Source: an optimization exercise on an open RTL-to-GDS flow (aim: small area). Production flows keep margins and buffers that such runs may drop.
Only simulation tests tie the RTL to the original design; equivalence was not proved.
The clock port is modelled as an ideal driver; clocking choices that lean on that would not hold on a real chip.
Power is estimated from default activity; no workload was simulated.

v54:
// Pipelined_Processor
module Pipelined_Processor(
    input CLK,
    input reset,
    output [7:0] imem_addr,
    input [15:0] imem_data,
    output [7:0] dmem_addr,
    output [7:0] dmem_wdata,
    output dmem_we,
    input [7:0] dmem_rdata,
    output [7:0] result
);
Settings: LEC_CHECK=0, CAP_MARGIN=20, CORE_MARGIN=2, CORE_UTILIZATION=50, CTS_BUF_LIST=sky130_fd_sc_hd__clkbuf_8, SLEW_MARGIN=20, SYNTH_HIERARCHICAL=1; clock period 13.5 ns.
standard.sh (not shown) runs the stock make flow with config.mk's settings and CLKGATE_MAP_FILE= SYNTH_SCRIPT=/design/flow/synth_recipe.tcl, a recipe that flattens the netlist after the stock synthesis.
==> flow/flow/run.sh <==
#!/bin/bash
# Own layout flow: the standard ORFS flow (standard.sh) with three changes:
#  - synthesis maps logic with flow/abc.script, an area-oriented ABC script,
#    instead of ORFS's speed script (everything else in synthesis is unchanged);
#  - the port buffers use the smallest buffer cell;
#  - the clock tree is built without dummy loads.
# Each make run's full output goes to a log file in this folder; ORFS's own
# per-step logs are under orfs/logs.
set -euo pipefail
W=$PWD
F=$W/flow
sed "s#source \$::env(SCRIPTS_DIR)/synth.tcl#source $W/synth_abc.tcl#" synth_recipe.tcl > $W/synth_recipe_abc.tcl
sed "s#log_cmd abc {\*}\$abc_args#log_cmd abc {*}[lreplace \$abc_args 1 1 $F/abc.script]#" \
    $FLOW_HOME/scripts/synth.tcl > $W/synth_abc.tcl
grep -q "$W/synth_abc.tcl" $W/synth_recipe_abc.tcl
grep -q "$F/abc.script" $W/synth_abc.tcl
CTS="-sink_clustering_enable -repair_clock_nets -dont_use_dummy_load -buf_list sky130_fd_sc_hd__clkbuf_8"
bash standard.sh SYNTH_SCRIPT=$W/synth_recipe_abc.tcl \
    "BUFFER_PORTS_ARGS=-buffer_cell sky130_fd_sc_hd__buf_1" \
    "CTS_ARGS=$CTS" finish > $W/make_finish.log 2>&1
==> flow/flow/abc.script <==
strash
dch
map -D 7000
topo
stime -c
v54 reached the end of the flow, and the finished layout is clean on the timing, DRC and antenna checks.
Input-level comparison between v58 and v54:
==> flow/flow/run.sh <==
#!/bin/bash
set -euo pipefail
W=$PWD
F=$W/flow
sed "s#source \$::env(SCRIPTS_DIR)/synth.tcl#source $W/synth_abc.tcl#" synth_recipe.tcl > $W/synth_recipe_abc.tcl
sed "s#log_cmd abc {\*}\$abc_args#log_cmd abc {*}[lreplace \$abc_args 1 1 $F/abc.script]#" \
    $FLOW_HOME/scripts/synth.tcl > $W/synth_abc.tcl
grep -q "$W/synth_abc.tcl" $W/synth_recipe_abc.tcl
grep -q "$F/abc.script" $W/synth_abc.tcl
CTS="-sink_clustering_enable -repair_clock_nets -dont_use_dummy_load -buf_list sky130_fd_sc_hd__clkbuf_8"
export CTS_LEAF_SINKS=24
export CTS_LEAF_PY=$F/cts_leaf.py
cp $F/openroad_wrap.sh $W/openroad_wrap.sh
chmod +x $W/openroad_wrap.sh
bash standard.sh SYNTH_SCRIPT=$W/synth_recipe_abc.tcl \
    OPENROAD_EXE=$W/openroad_wrap.sh \
    "BUFFER_PORTS_ARGS=-buffer_cell sky130_fd_sc_hd__buf_1" \
    "CTS_ARGS=$CTS" POST_CTS_TCL=$F/cts_post.tcl finish > $W/make_finish.log 2>&1
==> flow/flow/abc.script <==
strash
dch
map -D 7000
strash
dch
map -D 7000
topo
stime -c
==> flow/flow/cts_leaf.py (new file) <==
# Run ORFS's cts.tcl with a larger limit on sinks per clock-tree leaf.
import os
from openroad import Tech, Design
tech = Tech()
design = Design(tech)
parms = design.getTritonCts().getParms()
parms.setNumMaxLeafSinks(int(os.environ.get("CTS_LEAF_SINKS", "24")))
print("clock tree: at most %d sinks per leaf" % parms.getNumMaxLeafSinks())
design.evalTclString("source $::env(SCRIPTS_DIR)/cts.tcl")
==> flow/flow/cts_post.tcl (new file) <==
# After clock-tree synthesis: upsize any clock buffer whose flip-flop loads see
# a slow clock edge, then legalize the placement again.
estimate_parasitics -placement
set upsized 0
foreach inst [get_cells -quiet -filter "ref_name == sky130_fd_sc_hd__clkbuf_8"] {
    set out [get_pins -quiet [get_full_name $inst]/X]
    if { [llength $out] == 0 } { continue }
    set worst 0.0
    foreach pin [get_pins -quiet -of_objects [get_nets -of_objects $out] -filter "direction == input"] {
        set s [get_property $pin slew_max]
        if { $s > $worst } { set worst $s }
    }
    if { $worst > 0.105 } {
        puts "upsizing [get_full_name $inst]: clock slew [format %.3f $worst] ns"
        replace_cell $inst sky130_fd_sc_hd__clkbuf_16
        incr upsized
    }
}
if { $upsized > 0 } {
    detailed_placement
    check_placement -verbose
    estimate_parasitics -placement
}
==> flow/flow/openroad_wrap.sh (new file) <==
#!/bin/bash
# OpenROAD for the ORFS steps. The clock-tree step (cts.tcl) runs through
# OpenROAD's Python mode, which can raise TritonCTS's limit on sinks per
# H-tree leaf (fixed at 15 in the Tcl command) before sourcing ORFS's cts.tcl.
OR=/OpenROAD-flow-scripts/tools/install/OpenROAD/bin/openroad
for a in "$@"; do
    case "$a" in
        */scripts/cts.tcl)
            exec "$OR" -python -no_init -exit "$CTS_LEAF_PY" ;;
    esac
done
exec "$OR" "$@"
### Flow results
Between v54 and v58, the flow reports weighted congestion at the end of routability-driven global placement decreasing by a few percent.
v54 -> v58: CTS clock-pin slew for the worst setup and hold paths flat
Static leakage power improves in v58 relative to v54.
v58 vs v54: design area down in v58
The area share of fa/ha/maj cells after synthesis of v54 and that of v58 are within noise of each other.
From v54 to v58 the numbers moved as follows: post-route core utilization decreased by 0.28 points relative to the old numbers, number of antenna violations at the first check in global routing saw an increase, power moved up, worst setup slack after layout now smaller.
Inputs modified between v58 and v39:
==> flow/flow/abc.script <==
strash
dch
map -D 7000
topo
stime -c
### Flow results
Fraction of the yosys area taken by sequential cells: v39 vs v58 down 0.46 points. v39 vs. v58: total length of routed met2 wires went down; combinational power share lost 1.6 points. Diff v58..v39 | sequential cell count | unchanged. On clock-pin transition on the worst setup and hold timing paths, the higher figure sits with v39, not v58. Going from v58 to v39, clock tree cell share of total cell area held; number of fill cells went up 6.4%; fraction of area in multi-input gates held; number of cells in the design after placement went up 18.
Here is what was changed in the inputs of v8 compared with v39.
Settings: putting GPL_TIMING_DRIVEN at 0 where nothing was set.
==> flow/flow/abc.script <==
strash
dch
map -D 7000
strash
dch
map -D 7000
topo
stime -c
--- a/flow/flow/cts_post.tcl
+++ b/flow/flow/cts_post.tcl
@@ -1,3 +1,3 @@
-# After clock-tree synthesis: upsize any clock buffer whose flip-flop loads see
-# a slow clock edge, then legalize the placement again.
+# After clock-tree synthesis: upsize any clock buffer whose flip-flop clock
+# pins see a slow clock edge, then legalize the placement again.
 estimate_parasitics -placement
@@ -9,2 +9,3 @@
     foreach pin [get_pins -quiet -of_objects [get_nets -of_objects $out] -filter "direction == input"] {
+        if { [get_property $pin lib_pin_name] != "CLK" } { continue }
         set s [get_property $pin slew_max]
@@ -12,4 +13,4 @@
     }
-    if { $worst > 0.105 } {
-        puts "upsizing [get_full_name $inst]: clock slew [format %.3f $worst] ns"
+    if { $worst > 0.120 } {
+        puts "upsizing [get_full_name $inst]: flip-flop clock slew [format %.3f $worst] ns"
         replace_cell $inst sky130_fd_sc_hd__clkbuf_16
### Flow results
Compared with v39, v8 shows cell depth of the worst setup path that has gone up by a few percent. Going from v39 to v8, non-clock buffer count lower; standard cell core area lower; cell count after synthesis lower; maximum clock frequency roughly the same. met2 as the busiest layer in global routing was reported by v8, and met1 by v39.
diff inputs: v8 => v6
Settings: GPL_TIMING_DRIVEN removed (was 0); SLEW_MARGIN changed from 20 to 0; CAP_MARGIN changed from 20 to 0; SETUP_SLACK_MARGIN newly set to -0.7.
==> flow/flow/abc.script <==
strash
dch
map -D 7000
strash
dch -f
map -D 7000
topo
stime -c
[summary]
On highest ir drop seen on vdd, v6 and v8 are neck and neck.
The ratio of final minimum period to clock period in v6 was higher than what v8 gave.
As far as switching power summed over all nets is concerned, v8 and v6 perform about the same.
Internal power came out higher on v6 than on v8.
In summary, v6 completed successfully, with a layout that passed the timing, DRC and antenna checks.
v6 vs. v8: initial standard-cell utilization of the core moved down; worst setup skew after layout level; number of global-route vias before repair moved down; routed wirelength normalized by instance count moved up; total power density per cell area moved up.

==> port drivers added, routing unchanged <==
The results above use ideal ports. As a check the final layouts listed here were re-extracted and re-timed, cells and wires unchanged. Step 1 assumes that a clkbuf_16 drives the clock port and a buf_2 every other input. Step 2, shift: input delay + t, output delay - t, t = (earliest + latest rising clock arrival at the registers) / 2. This alone moves slack from input paths to output paths. Three values: no drivers, after step 1, after step 2; two values: the first two.
run	t (ns)	setup WS [ns]	worst data-port slew with drivers (ns)
v54	0.461	1.148 / 1.148 / 1.148	0.04
v58	0.383	1.125 / 1.125 / 1.125	0.04
v39	0.381	1.125 / 1.125 / 1.125	0.04
v8	0.408	1.138 / 1.138 / 1.138	0.03
v6	0.420	0.747 / 0.747 / 0.747	0.03
After both steps every run listed still meets setup and hold.
